Background: an optimization exercise with open tools, aiming at small area, a short achievable clock period and few clock cycles. Do not read the settings as production practice. Only simulation tests tie the RTL to the original design; equivalence was not proved.

$ cat design/flow/run.sh
#!/bin/bash
# synth_recipe.tcl (not shown) runs the flow's synth.tcl, then flattens the netlist and writes it again
# the make line also repeats each setting of config.mk as NAME=value (left out here)
make -C /OpenROAD-flow-scripts/flow DESIGN_CONFIG=/design/flow/config.mk WORK_HOME=/design/flow/orfs CLKGATE_MAP_FILE= SYNTH_SCRIPT=/design/flow/synth_recipe.tcl finish
$ cat design/flow/config.mk
export PLATFORM = sky130hd
export DESIGN_NAME = Milestone1
export DESIGN_NICKNAME = Milestone1
export VERILOG_FILES = /design/flow/design.v
export SDC_FILE = /design/flow/constraint.sdc
export NUM_CORES = 4
export LEC_CHECK = 0
export CAP_MARGIN = 20
export CORE_MARGIN = 2
export CORE_UTILIZATION = 40
export SLEW_MARGIN = 20
$ cat design/flow/constraint.sdc
create_clock -name core_clock -period 11.0 [get_ports {Clock}]
set_input_delay 2.2000 -clock core_clock [delete_from_list [all_inputs] [get_ports {Clock}]]
set_output_delay 2.2000 -clock core_clock [all_outputs]
set_load 0.01 [all_outputs]
$ cat design/flow/design.v
typedef enum logic [2:0] {
	S_IDLE,
	S_UART_RX,
	S_Milestone2,
	S_Milestone1
} top_state_type;
typedef enum logic [31:0] {
	M1_IDLE,
	LI_0,
	LI_1,
	LI_2,
	LI_3,
	LI_4,
	LI_5,
	LI_6,
	LI_7,
	LI_8,
	LI_9,
	CC_10,
	CC_11,
	CC_12,
	CC_13,
	CC_14,
	CC_15,
	CC_16,
	CC_17,
	CC_18,
	CC_19,
	CC_20,
	CC_21,
	CC_22,	
	CC_23,
	CC_24,
	CC_25,
	CC_26,
	CC_27,
	CC_28,
	CC_29,
	LO_30,
	LO_31,
	LO_32,
	LO_33,
	LO_34,
	LO_35,
	LO_36,
	LO_37,
	LO_38,
	LO_39,
	LO_40,
	LO_41,
	LO_42,
	LO_43,
	LO_44,
	LO_45,
	LO_46,
	LO_47,
	LO_48,
	LO_49,
	LO_50,
	LO_51,
	LO_52,
	LO_53,
	LO_54,
	LO_55,
	LO_56,
	LO_57,
	LO_58,
	LO_59,
	LO_60,
	LO_61,
	LO_62,
	LO_63,
	LO_64,
	LO_65,
	LO_66,
	LO_finish,
	M1_finish
} M1_state_type;
typedef enum logic [31:0] {
	M2_IDLE,
	LI_FS_0,
	LI_FS_1,
	CC_FS_2,
	CC_FS_3,
	CC_FS_4,
	CC_FS_5,
	CC_FS_6,
	CC_FS_7,
	CC_FS_8,
	CC_FS_9,
	LO_FS_10,
	LO_FS_11,
	LO_FS_12,
	LO_FS_13,
	LO_FS_14,
	LO_FS_15,
	LO_FS_16,
	LO_FS_17,
	LO_FS_17_5,
	LI_CT_18,
	LI_CT_19,
	CC_CT_20,
	CC_CT_21,
	CC_CT_22,
	CC_CT_23,
	CC_CT_24,
	CC_CT_25,
	CC_CT_26,
	CC_CT_27,
	LO_CT_28,
	LO_CT_29,
	LO_CT_30,
	LO_CT_31,
	LO_CT_32,
	LO_CT_33,
	LO_CT_34,
	LI_CS_FS_35,
	LI_CS_FS_35_5,
	LI_CS_FS_36,
	LI_CS_FS_37,
	CC_CS_FS_38,
	CC_CS_FS_39,
	CC_CS_FS_40,
	CC_CS_FS_41,
	CC_CS_FS_42,
	CC_CS_FS_43,
	CC_CS_FS_44,
	CC_CS_FS_45,
	LO_CS_FS_46,
	LO_CS_FS_47,
	LO_CS_FS_48,
	LO_CS_FS_49,
	LO_CS_FS_50,
	LO_CS_FS_51,
	LO_CS_FS_52,
	LI_WS_CT_53,
	LI_WS_CT_54,
	LI_WS_CT_55,
	CC_WS_CT_56,
	CC_WS_CT_57,
	CC_WS_CT_58,
	CC_WS_CT_59,
	CC_WS_CT_60,
	CC_WS_CT_61,
	CC_WS_CT_62,
	CC_WS_CT_63,
	LO_WS_CT_64,
	LO_WS_CT_65,
	LO_WS_CT_66,
	LO_WS_CT_67,
	LO_WS_CT_68,
	LO_WS_CT_69,
	LO_WS_CT_70,
	LO_IF_71,
	L2_finish,
	M2_finish
} M2_state_type;
typedef enum logic [1:0] {
	S_RXC_IDLE,
	S_RXC_SYNC,
	S_RXC_ASSEMBLE_DATA,
	S_RXC_STOP_BIT
} RX_Controller_state_type;
typedef enum logic [2:0] {
	S_US_IDLE,
	S_US_STRIP_FILE_HEADER_1,
	S_US_STRIP_FILE_HEADER_2,
	S_US_START_FIRST_BYTE_RECEIVE,
	S_US_WRITE_FIRST_BYTE,
	S_US_START_SECOND_BYTE_RECEIVE,
	S_US_WRITE_SECOND_BYTE
} UART_SRAM_state_type;
typedef enum logic [3:0] {
	S_VS_WAIT_NEW_PIXEL_ROW,
	S_VS_NEW_PIXEL_ROW_DELAY_1,
	S_VS_NEW_PIXEL_ROW_DELAY_2,
	S_VS_NEW_PIXEL_ROW_DELAY_3,
	S_VS_NEW_PIXEL_ROW_DELAY_4,
	S_VS_NEW_PIXEL_ROW_DELAY_5,
	S_VS_FETCH_PIXEL_DATA_0,
	S_VS_FETCH_PIXEL_DATA_1,
	S_VS_FETCH_PIXEL_DATA_2,
	S_VS_FETCH_PIXEL_DATA_3
} VGA_SRAM_state_type;
`timescale 1ns/100ps
`default_nettype none
module Milestone1(
	 input logic Clock,
	 input logic resetn,
	 input logic start,
	 input logic  [15:0] SRAM_read_data,
	 output logic [15:0] SRAM_write_data,
	 output logic done,
	 output logic SRAM_we_n,
	 output logic [17:0] SRAM_address
);
localparam logic [17:0] U_START   = 18'd38400;
localparam logic [17:0] V_START   = 18'd57600;
localparam logic [17:0] RGB_START = 18'd146944;
logic        run, fin;
logic [2:0]  ph;           
logic        odd;          
logic        wr_en;        
logic [15:0] yaddr;        
logic [14:0] cw;           
logic [17:0] waddr;        
logic [7:0]  qw;           
logic [7:0]  uw0, uw1, uw2, uw3, uw4, uw5;
logic [7:0]  vw0, vw1, vw2, vw3, vw4, vw5;
logic [7:0]  ustage;
logic [15:0] vstage;
logic [15:0] yreg;
logic [7:0]  uodd, vodd;
logic [7:0] iw0, iw1, iw2, iw3, iw4, iw5;
logic [7:0] e0, e1, e2, e3, e4, e5;
logic [15:0] isum;
logic [7:0]  iout;
assign iw0 = (ph == 3'd4) ? uw0 : vw0;
assign iw1 = (ph == 3'd4) ? uw1 : vw1;
assign iw2 = (ph == 3'd4) ? uw2 : vw2;
assign iw3 = (ph == 3'd4) ? uw3 : vw3;
assign iw4 = (ph == 3'd4) ? uw4 : vw4;
assign iw5 = (ph == 3'd4) ? uw5 : vw5;
wire q_first  = (qw == 8'd0);
wire q_second = (qw == 8'd1);
wire q_157    = (qw == 8'd157);
wire q_158    = (qw == 8'd158);
wire q_last   = (qw == 8'd159);
assign e0 = q_first ? iw2 : q_second ? iw1 : iw0;
assign e1 = q_first ? iw2 : iw1;
assign e2 = iw2;
assign e3 = q_last ? iw2 : iw3;
assign e4 = q_last ? iw2 : q_158 ? iw3 : iw4;
assign e5 = q_last ? iw2 : q_158 ? iw3 : q_157 ? iw4 : iw5;
assign isum = 16'd159 * ({8'd0, e2} + {8'd0, e3})
            - 16'd52  * ({8'd0, e1} + {8'd0, e4})
            + 16'd21  * ({8'd0, e0} + {8'd0, e5})
            + 16'd128;
assign iout = isum[15:8];
function automatic [7:0] clip(input logic [27:0] x);
	clip = x[27] ? 8'd0 : (|x[26:24]) ? 8'd255 : x[23:16];
endfunction
function automatic [7:0] f_r(input logic [7:0] y, input logic [7:0] v);
	logic [7:0] yn, vn;
	logic [27:0] s;
	yn = ~y; vn = ~v;
	s = ({20'd0, yn} << 2) + ({20'd0, y} << 9) + ({20'd0, y} << 11) + ({20'd0, y} << 13) + ({20'd0, y} << 16)
	  + {20'd0, vn} + ({20'd0, v} << 2) + ({20'd0, v} << 4) + ({20'd0, v} << 7) + ({20'd0, vn} << 11)
	  + ({20'd0, v} << 13) + ({20'd0, vn} << 15) + ({20'd0, v} << 17) + 28'd244947397;
	f_r = clip(s);
endfunction
function automatic [7:0] f_g(input logic [7:0] y, input logic [7:0] u, input logic [7:0] v);
	logic [7:0] yn, un, vn;
	logic [27:0] s;
	yn = ~y; un = ~u; vn = ~v;
	s = ({20'd0, yn} << 2) + ({20'd0, y} << 9) + ({20'd0, y} << 11) + ({20'd0, y} << 13) + ({20'd0, y} << 16)
	  + ({20'd0, u} << 3) + ({20'd0, un} << 5) + ({20'd0, un} << 10) + ({20'd0, u} << 13) + ({20'd0, un} << 15)
	  + {20'd0, vn} + ({20'd0, vn} << 5) + ({20'd0, vn} << 12) + ({20'd0, v} << 14) + ({20'd0, vn} << 16)
	  + 28'd250924037;
	f_g = clip(s);
endfunction
function automatic [7:0] f_b(input logic [7:0] y, input logic [7:0] u);
	logic [7:0] yn, un;
	logic [27:0] s;
	yn = ~y; un = ~u;
	s = ({20'd0, yn} << 2) + ({20'd0, y} << 9) + ({20'd0, y} << 11) + ({20'd0, y} << 13) + ({20'd0, y} << 16)
	  + {20'd0, un} + ({20'd0, un} << 2) + ({20'd0, u} << 5) + ({20'd0, u} << 7) + ({20'd0, u} << 10)
	  + ({20'd0, u} << 17) + 28'd250284489;
	f_b = clip(s);
endfunction
wire r_odd = (ph == 3'd2);
wire g_odd = (ph == 3'd3);
wire b_odd = (ph == 3'd3);
wire [7:0] r_out = f_r(r_odd ? yreg[7:0] : yreg[15:8], r_odd ? vodd : vw2);
wire [7:0] g_out = f_g(g_odd ? yreg[7:0] : yreg[15:8], g_odd ? uodd : uw2, g_odd ? vodd : vw2);
wire [7:0] b_out = f_b(b_odd ? yreg[7:0] : yreg[15:8], b_odd ? uodd : uw2);
wire        last_pair = (yaddr == 16'd38400);
wire [14:0] cw_next   = odd ? cw : cw + 15'd1;    
wire [17:0] u_addr    = U_START + {3'd0, cw_next};
wire [17:0] v_addr    = V_START + {3'd0, cw_next};
always_ff @(posedge Clock) begin
	if (ph == 3'd2) begin
		uw0 <= uw1; uw1 <= uw2; uw2 <= uw3; uw3 <= uw4; uw4 <= uw5;
		vw0 <= vw1; vw1 <= vw2; vw2 <= vw3; vw3 <= vw4; vw4 <= vw5;
		if (!odd) begin
			uw5 <= SRAM_read_data[15:8];
			ustage <= SRAM_read_data[7:0];
			vw5 <= vstage[15:8];
		end else begin
			uw5 <= ustage;
			vw5 <= vstage[7:0];
			vstage <= SRAM_read_data;
		end
	end
	if (ph == 3'd3) yreg <= SRAM_read_data;
	if (ph == 3'd4) uodd <= iout;
	if (ph == 3'd0) vodd <= iout;
	case (ph)
		3'd1:    SRAM_write_data <= {r_out, g_out};
		3'd2:    SRAM_write_data <= {b_out, r_out};
		default: SRAM_write_data <= {g_out, b_out};
	endcase
end
always_ff @(posedge Clock or negedge resetn) begin
	if (!resetn) begin
		run   <= 1'b0;
		fin   <= 1'b0;
		done  <= 1'b0;
		ph    <= 3'd4;
		odd   <= 1'b0;         
		wr_en <= 1'b0;
		yaddr <= 16'hFFFB;     
		cw    <= 15'h7FFF;     
		waddr <= RGB_START;
		qw    <= 8'd155;       
		SRAM_we_n <= 1'b1;
		SRAM_address <= 18'd0;
	end else begin
		done <= 1'b0;
		if ((run || (start && !fin)) && !(run && ph == 3'd4 && last_pair)) begin
			if (!run) run <= 1'b1;
			ph <= (ph == 3'd4) ? 3'd0 : ph + 3'd1;
			case (ph)
				3'd4: begin  
					odd   <= ~odd;
					cw    <= cw_next;
					yaddr <= yaddr + 16'd1;
					if (yaddr == 16'd0) wr_en <= 1'b1;
					SRAM_we_n <= 1'b1;
					SRAM_address <= odd ? u_addr : v_addr;
				end
				3'd0: begin  
					SRAM_we_n <= 1'b1;
					SRAM_address <= {2'd0, yaddr};
				end
				default: begin  
					SRAM_we_n <= ~wr_en;
					SRAM_address <= waddr;
					if (wr_en) waddr <= waddr + 18'd1;
					if (ph == 3'd2) qw <= (qw == 8'd159) ? 8'd0 : qw + 8'd1;
				end
			endcase
		end else if (run) begin
			run  <= 1'b0;
			fin  <= 1'b1;
			done <= 1'b1;
			SRAM_we_n <= 1'b1;
		end
	end
end
endmodule
==> flow_summary.ini <==
[yosys]
synth.area.top_cells = ha_1, edfxtp_1, fa_1
synth_warnings = 1
yosys_top_cell_area_share_pct = 18.27
synth_top_flop_cell = edfxtp_1
seq_area_frac_synth_pct = 28.01
yosysUniqueCellTypes = 100
synthesis.area_sq_um = 25130
number_of_cells_produced_by_synthesis = 2353
ys_seq_elements = 252
synth_enable_flop_cells = 152
asyncSetResetFlopFracSynth_pct = 33.33
total_nets_after_synthesis = 2955
mean_syn_cell_area_sq_um = 10.68
synth_largest_area_cell = ha_1

[worst_setup_path]
rr_worst_depth = 32
crit_type = reg2reg
crit_path_end_kind = flop
r2r_setup_slack_ns = 1.17
slowest_stage_cell_crit_path = nor4_1
worstSetupStartpointType = flop
regToRegEndpoint = uodd[7]$_DFFE_PP_
critical_path.startpoint = qw[3]$_DFFE_PN1P_
timing.critical_path.mode_cell = fa_1
worst-endpoint-required_ns = 11.30
r2r_start = qw[3]$_DFFE_PN1P_
max_stage_delay_ns = 0.57
worstPathMaxFanout = 24
timing.critical_path.arrival_ns = 10.13

[timing]
timing.final.max_slew_violations = 0
finalWorstPathRequiredPeriod_ns = 9.832
tns_ns = 0
finClkSkew_ns = 0.01186
rsz_0062_raised_after_global_routing = no
setup_viol = 0
achievable-frequency_mhz = 101.7
final_worst_path_period_share_pct = 89.38
final-hold-violation-count = 0
max_slew.worst_pin.slew_ns = 1.020
slew_headroom_pct = 31.53

[cts]
max-clock-path-buffers = 3
ctsRootBufferMaster = clkbuf_16
postCtsSetupBuffers = 0
postCtsHoldBufs = 0
cts-buffers-inserted = 27
cts_sinks = 252
cts_tree = done
gates_resized_cts_repair = 0
clk_latency_ns = 0.56
cts.reportedPaths.clkPinSlew_ns = 0.06
cts.htree.levels = 1

[placed_design]
numPortBuffers = 54
dpl_cells = 3210
dp_hpwl_mm = 49.30
gpl.final_weighted_congestion = 0.9064
placedInstanceArea_sq_um = 26620

[worst_hold_path]
worst_hold_startpoint = uw3[5]$_DFFE_PP_
hold_class = reg2reg
worst_hold_stages = 0
min_delay_worst_endpoint = uw2[5]$_DFFE_PP_

[grt]
antenna_found_initial = 2
globalRouteOverflowTotal = 0
grt_use_total_pct = 19.04
wire_length_of_the_first_global_routing_pass_mm = 96.98
grt_pass1_vias = 17740
grt_max_degree = 85

[die]
die_area_sq_um = 64850
fp.dieW_um = 254.7
ioPinCount = 55
start_util_pct = 40.58
fp-row-count = 91
core_area_sq_um = 61940
die_h_um = 254.7

[final_layout]
fillCellCount = 5890
mostFrequentLayoutCells = ha_1, inv_1, fa_1, edfxtp_1, nand2_1
area.growth.synth_to_final_pct = 9.603
diodes = 0
postLayoutCellArea_sq_um = 27550
non_filler_instances = 3260
finish.net_count = 3004
final_common_cell = ha_1
layout-drive-gt1-share_pct = 9.245

[routing]
wl_per_cell_um = 18.46
detail_route.vias_per_cell = 5.299
via_count = 17280
drc_violations_left = 0
detail_route.iter0.violations = 1213
routed_wl_mm = 60.17
ant_nets = 0
drt-pass1-iter-count = 6

[flow_run]
cap_violations = 0

[status]
outcome = finished clean
stage by stage:
stage / setup slack, ns / util [%] / hold WS, ns
2_1_floorplan: 1.844 / - / 0.4207
3_3_place_gp: 1.377 / 42.97 / 0.4301
3_5_place_dp: 1.205 / 42.97 / 0.4307
4_1_cts: 1.161 / 44.46 / 0.4454
5_1_grt: 0.2944 / 44.47 / 0.4554
6_report: 1.168 / 44.47 / 0.4444
worst max path at each step:
stage                     slack, ns           endpoint
after detailed placement       1.21  vodd[7]$_DFFE_PN_
after global placement         1.38  uodd[6]$_DFFE_PP_
after global routing           0.29  uodd[7]$_DFFE_PP_
after floorplan                1.84  uodd[6]$_DFFE_PP_
final                          1.17  uodd[7]$_DFFE_PP_
after CTS                      1.16  uodd[7]$_DFFE_PP_
registers in the layout, summed over array words and instances, names as in the netlist, 15 cells and up:
signal,flops
waddr,18
yaddr,16
SRAM_address,18
vstage,16
cw,15
SRAM_write_data,16
yreg,16
metal layers:
| layer | routed length (um) | vias to the layer above | global-route usage, % |
|---|---|---|---|
| met5 | 11 | - | 0 |
| met4 | 1247 | 2 | 4.327 |
| met3 | 3583 | 64 | 3.705 |
| met2 | 27470 | 404 | 30.29 |
| met1 | 27850 | 8583 | 26.86 |
| li1 | - | 8223 | - |
Yosys cell counts, types with 7 or more instances:
| library cell | instances |
|---|---|
| o21ai_0 | 70 |
| nand2_1 | 134 |
| o21a_1 | 7 |
| xor2_1 | 35 |
| o21bai_1 | 24 |
| o211ai_1 | 26 |
| dfxtp_1 | 16 |
| mux2i_1 | 53 |
| dfstp_2 | 43 |
| a31oi_1 | 14 |
| mux4_2 | 16 |
| nor2_1 | 107 |
| fa_1 | 216 |
| xnor2_1 | 101 |
| mux2_2 | 43 |
| ha_1 | 367 |
| and3_1 | 11 |
| or2_2 | 8 |
| o31ai_1 | 10 |
| a21o_1 | 29 |
| nor2b_1 | 14 |
| and2_1 | 10 |
| a211oi_1 | 21 |
| nand2b_1 | 10 |
| a21oi_1 | 124 |
| buf_2 | 11 |
| nor4_1 | 10 |
| clkbuf_1 | 30 |
| nor3_1 | 29 |
| o21ai_1 | 24 |
| dfrtp_1 | 41 |
| edfxtp_1 | 152 |
| inv_1 | 361 |
| nand4_1 | 17 |
| nand3_1 | 48 |
critical path: cells and delay by family, from the launching register on:
family	cells	cell delay [ns]
muxes	1	0.31
buffers and inverters	5	0.36
xor gates and xnor gates	3	0.48
and+or+nand+nor	5	1.95
adders and majority gates	11	4.47
DFF	1	0.55
AOI/OAI and AO/OA	7	1.45
logic make-up after synthesis:
group | count (synthesis) | share of synthesized area (%)
compound gates | 409 | 10.87
xor+xnor | 140 | 4.998
fa+ha+maj | 583 | 35.48
buf+inv | 415 | 6.362
flops | 252 | 28.01
mux | 114 | 5.571
simple gates | 440 | 8.712
layout make-up:
class | count | area, sq um | area share [%]
Sequential cell | 252 | 7041 | 25.56
Clock inverter | 19 | 210.2 | 0.7631
Multi-Input combinational cell | 1686 | 16500 | 59.90
Timing Repair Buffer | 71 | 669.4 | 2.430
Tap cell | 837 | 1047 | 3.802
Inverter | 364 | 1369 | 4.969
Clock buffer | 31 | 710.7 | 2.580
Testbench counts, summed over its fixed seeds: cycles 1,152,156.

[port drivers added, routing unchanged]
Ports are ideal in the flow. The routed layout listed here was re-timed in OpenROAD.
Step 1 sets driving cells, clkbuf_16 on the clock port and buf_2 on the other inputs (assumed; they add their load-dependent delay and slew).
Step 2 adds t to the input delays and takes it off the output delays; t is the mean of the earliest and latest rising clock arrival at the registers after step 1. Input paths then give back, and output paths get back, about the clock's delay inside the block.
a / b / c = no drivers / after step 1 / after step 2; a / b = the first two.
t (ns): 0.614
setup WS [ns]: 1.168 / 1.168 / 1.168
worst slew at a driven data input, ns: 0.08
After both steps this run still meets setup and hold. For this run, drivers alone change the setup slack by 0.000 ns; drivers and shift together by 0.000 ns.
